Source: an optimization exercise on an open RTL-to-GDS flow (aim: small area, a short achievable clock period and few clock cycles). Production flows keep margins and buffers that such runs may drop.
Function was checked by simulation only, so behaviour that the tests miss may differ from the original.
No activity file was given, so power comes from the tool's default toggle rates.

Setup of P:
==> flow/design.v <==
module Top_lvl (clk,start,mem_addr,mem_data,MIN_WEIGHT,MIN_PATH_NODES,donee);
input clk,start;
output [17:0] mem_addr;
input [17:0] mem_data;
output [14:0] MIN_WEIGHT;
output [17:0] MIN_PATH_NODES;  
output donee;
localparam V0=3'd0, V1=3'd1, V2=3'd2, WK=3'd3, DN=3'd4, FIN=3'd5;
reg [2:0] st;
reg [3:0] d;             
reg [17:0] x;            
reg [14:0] bud;          
reg pr;                  
reg dn;                  
reg [14:0] wmin;         
reg [17:0] best;         
reg [3:0] bd;            
reg [2:0] T;             
reg tv;                  
reg [17:0] S [1:7];      
reg [1:0]  R [1:7];      
reg [14:0] W [1:7];      
reg tv2;
reg [2:0] T2;
integer l;
always @* begin
  tv2 = 1'b0; T2 = 3'd1;
  for (l = 1; l <= 7; l = l + 1)
    if (l < T && R[l] != 2'd0) begin tv2 = 1'b1; T2 = l; end
end
wire [2:0] bdm1 = bd[2:0] - 3'd1;       
wire [17:0] sr = S[T];
wire [1:0] RT = R[T];
wire [17:0] nx1 = sr + 18'd1;           
wire [17:0] xk = x + {16'd0, 1'b1, st == V2};    
wire [17:0] best1 = best + 18'd1;       
wire [11:0] w = mem_data[11:0];
wire [2:0] nc = mem_data[2:0];
wire prune = (bud[14:12] == 3'd0) && (w >= bud[11:0]);
wire gone = (bud[14:12] == 3'd0) && (w[11:8] > bud[11:8]);    
wire end1 = gone || d[3];               
wire end2 = pr || (nc == 3'd0);
wire v1 = (st == V1), v2 = (st == V2);
wire [14:0] bw = bud - {3'b000, w};     
wire [2:0] dm1 = d[2:0] - 3'd1;         
wire [14:0] wp = wmin - ((st == V0) ? W[dm1] : v1 ? bw : bud);
wire fin = (v1 && end1) || (v2 && end2);    
wire leaf = fin && !(v1 ? prune : pr);      
wire over = (fin && !tv && !leaf) || (st == FIN);    
reg [17:0] addr;
always @* begin
  if (st == V0) addr = mem_data;
  else if (st == WK) addr = mem_data + 18'd1;
  else if (!(v1 || v2) || fin) addr = tv ? nx1 : best1;
  else addr = xk;
end
assign mem_addr = start ? 18'd0 : addr;
assign MIN_WEIGHT = wmin;
assign donee = dn || (over && bd <= 4'd2);
assign MIN_PATH_NODES = (st != DN || d == 4'd1) ? 18'd0 : (d > bd) ? 18'h3FFFF : sr;
reg sw, rw, ww;
reg [2:0] si;
reg [17:0] sd;
reg [1:0] rd;
always @* begin
  sw = 1'b0; rw = 1'b0; ww = 1'b0; si = d[2:0]; sd = xk; rd = nc[1:0] - 2'd1;
  if (v2 && !end2) begin sw = 1'b1; rw = 1'b1; ww = 1'b1; end
  if (fin && tv) begin sw = 1'b1; rw = 1'b1; si = T; sd = nx1; rd = RT - 2'd1; end
  if (over) begin sw = (bd >= 4'd2); si = bdm1; sd = best; end
  if (st == WK) begin sw = 1'b1; si = dm1; sd = mem_data; end
end
always @(posedge clk) begin
  if (sw) S[si] <= sd;
  if (rw) R[si] <= rd;
  if (ww) W[si] <= wp;
end
always @(posedge clk) begin
  if (start) begin
    st <= V1; d <= 4'd1; x <= 18'd0;
    bud <= 15'h7FFF; wmin <= 15'h7FFF; dn <= 1'b0; tv <= 1'b0;
  end else begin
    case (st)
      V0: begin
        x <= mem_data;
        bud <= wp;
        st <= V1;
      end
      V1: begin
        bud <= bw;
        pr <= prune;
        if (!end1) st <= V2;
      end
      V2: if (!end2) begin
        d <= d + 4'd1;
        st <= V0;
        if (nc[2:1] != 2'b00) begin T <= d[2:0]; tv <= 1'b1; end
      end
      WK: begin
        d <= d - 4'd1;
        if (d == 4'd3) dn <= 1'b1;
        if (d == 4'd2) begin st <= DN; d <= 4'd2; T <= 3'd1; end
      end
      DN: begin
        if (d <= 4'd8) d <= d + 4'd1;
        T <= T + 3'd1;
      end
      default: ;
    endcase
    if (leaf) begin wmin <= wp; best <= x; bd <= d; end
    if (fin) begin
      if (tv) begin
        d <= {1'b0, T} + 4'd1;
        st <= V0;
        if (RT == 2'd1) begin T <= T2; tv <= tv2; end
      end else if (leaf) st <= FIN;
    end
    if (over) begin
      d <= bd - 4'd1;
      if (bd >= 4'd3) begin
        st <= WK;
        if (bd == 4'd3) dn <= 1'b1;
      end else begin
        st <= DN; dn <= 1'b1; d <= 4'd2; T <= 3'd1;
      end
    end
  end
end
endmodule  
Settings: LEC_CHECK=0, CAP_MARGIN=20, CORE_MARGIN=2, CORE_UTILIZATION=55, CTS_CLUSTER_DIAMETER=60, CTS_CLUSTER_SIZE=24, PLACE_DENSITY=0.7, SETUP_SLACK_MARGIN=2.25, SLEW_MARGIN=20; clock period 7.5 ns.
run.sh (not shown) runs the stock make flow with config.mk's settings and CLKGATE_MAP_FILE= SYNTH_SCRIPT=/design/flow/synth_recipe.tcl, a recipe that flattens the netlist after the stock synthesis.
P: full flow OK, the timing, design-rule and antenna checks passed
Testbench counts of P, summed over its fixed seeds: cycles 13,855.
What Q does differently from P at the input level:
--- a/flow/design.v
+++ b/flow/design.v
@@ -18,9 +18,9 @@
 reg [2:0] T;             
 reg tv;                  
 reg [17:0] S [1:7];      
 reg [1:0]  R [1:7];      
-reg [14:0] W [1:7];      
+reg [14:0] W [1:6];      
 reg tv2;
 reg [2:0] T2;
 integer l;
 always @* begin
@@ -42,9 +42,10 @@
 wire end2 = pr || (nc == 3'd0);
 wire v1 = (st == V1), v2 = (st == V2);
 wire [14:0] bw = bud - {3'b000, w};     
 wire [2:0] dm1 = d[2:0] - 3'd1;         
-wire [14:0] wp = wmin - ((st == V0) ? W[dm1] : v1 ? bw : bud);
+wire [2:0] wi = d[3] ? 3'd6 : dm1;      
+wire [14:0] wp = wmin - ((st == V0) ? W[wi] : v1 ? bw : bud);
 wire fin = (v1 && end1) || (v2 && end2);    
 wire leaf = fin && !(v1 ? prune : pr);      
 wire over = (fin && !tv && !leaf) || (st == FIN);    
 reg [17:0] addr;
@@ -71,9 +72,9 @@
 end
 always @(posedge clk) begin
   if (sw) S[si] <= sd;
   if (rw) R[si] <= rd;
-  if (ww) W[si] <= wp;
+  if (ww && !d[3] && d[2:0] != 3'd7) W[si] <= wp;
 end
 always @(posedge clk) begin
   if (start) begin
     st <= V1; d <= 4'd1; x <= 18'd0;
@@ -81,13 +82,14 @@
   end else begin
     case (st)
       V0: begin
         x <= mem_data;
-        bud <= wp;
+        if (!d[3]) bud <= wp;    
         st <= V1;
       end
       V1: begin
-        bud <= bw;
+        if (!d[3]) bud <= bw;
+        else if (!prune) bud <= {3'b000, w};
         pr <= prune;
         if (!end1) st <= V2;
       end
       V2: if (!end2) begin
Results
P closes out successfully: all stages finished, all timing, DRC and antenna checks passed.
Q reached the final stage; the timing, design-rule and antenna checks on its layout passed.
Across both runs, number of setup buffers added after CTS was higher for Q than for P.
Q against P; area of the die is down slightly.
Changes observed in Q relative to P: total routing resource utilization after global routing went up by 1.4 points, met2 track utilization from global routing went up by 3.5 points.
Run comparison: P capture point of the critical path mem_addr[0]; Q capture point of the critical path mem_addr[13]
Diff P -> Q: worst hold slack after final layout now sits lower, cell count went up 38, register area now sits lower, share of total power in combinational logic moved up.
Where via count is concerned, P is better than Q.
Testbench counts of Q, summed over its fixed seeds: cycles 13,855.

## port drivers added, routing unchanged
In the flow no input, the clock included, has a driving cell. The finished layouts below were timed again as built, in two steps.
Step 1, drivers: a clkbuf_16 drives clk and a buf_2 each remaining input, both assumed.
Step 2 moves the port delays by t, midway between the first and last clock arrival at a register: inputs arrive t later, outputs are due t later. That takes back most of the time a late clock gives input paths.
Three values: ideal, step 1, step 2; two values: the first two.
run | t (ns) | setup WS [ns] | slew at the worst register clock pin (ns) | worst slew at a driven data input, ns
P | 0.613 | 2.311 / 2.245 / 1.870 | 0.09 / 0.09 | 0.07
Q | 0.623 | 2.316 / 2.269 / 1.742 | 0.09 / 0.09 | 0.05
After both steps setup and hold are still met in every run listed. The setup slack of Q, which loses most, moves by -0.047 ns with the drivers and by -0.574 ns with both steps.
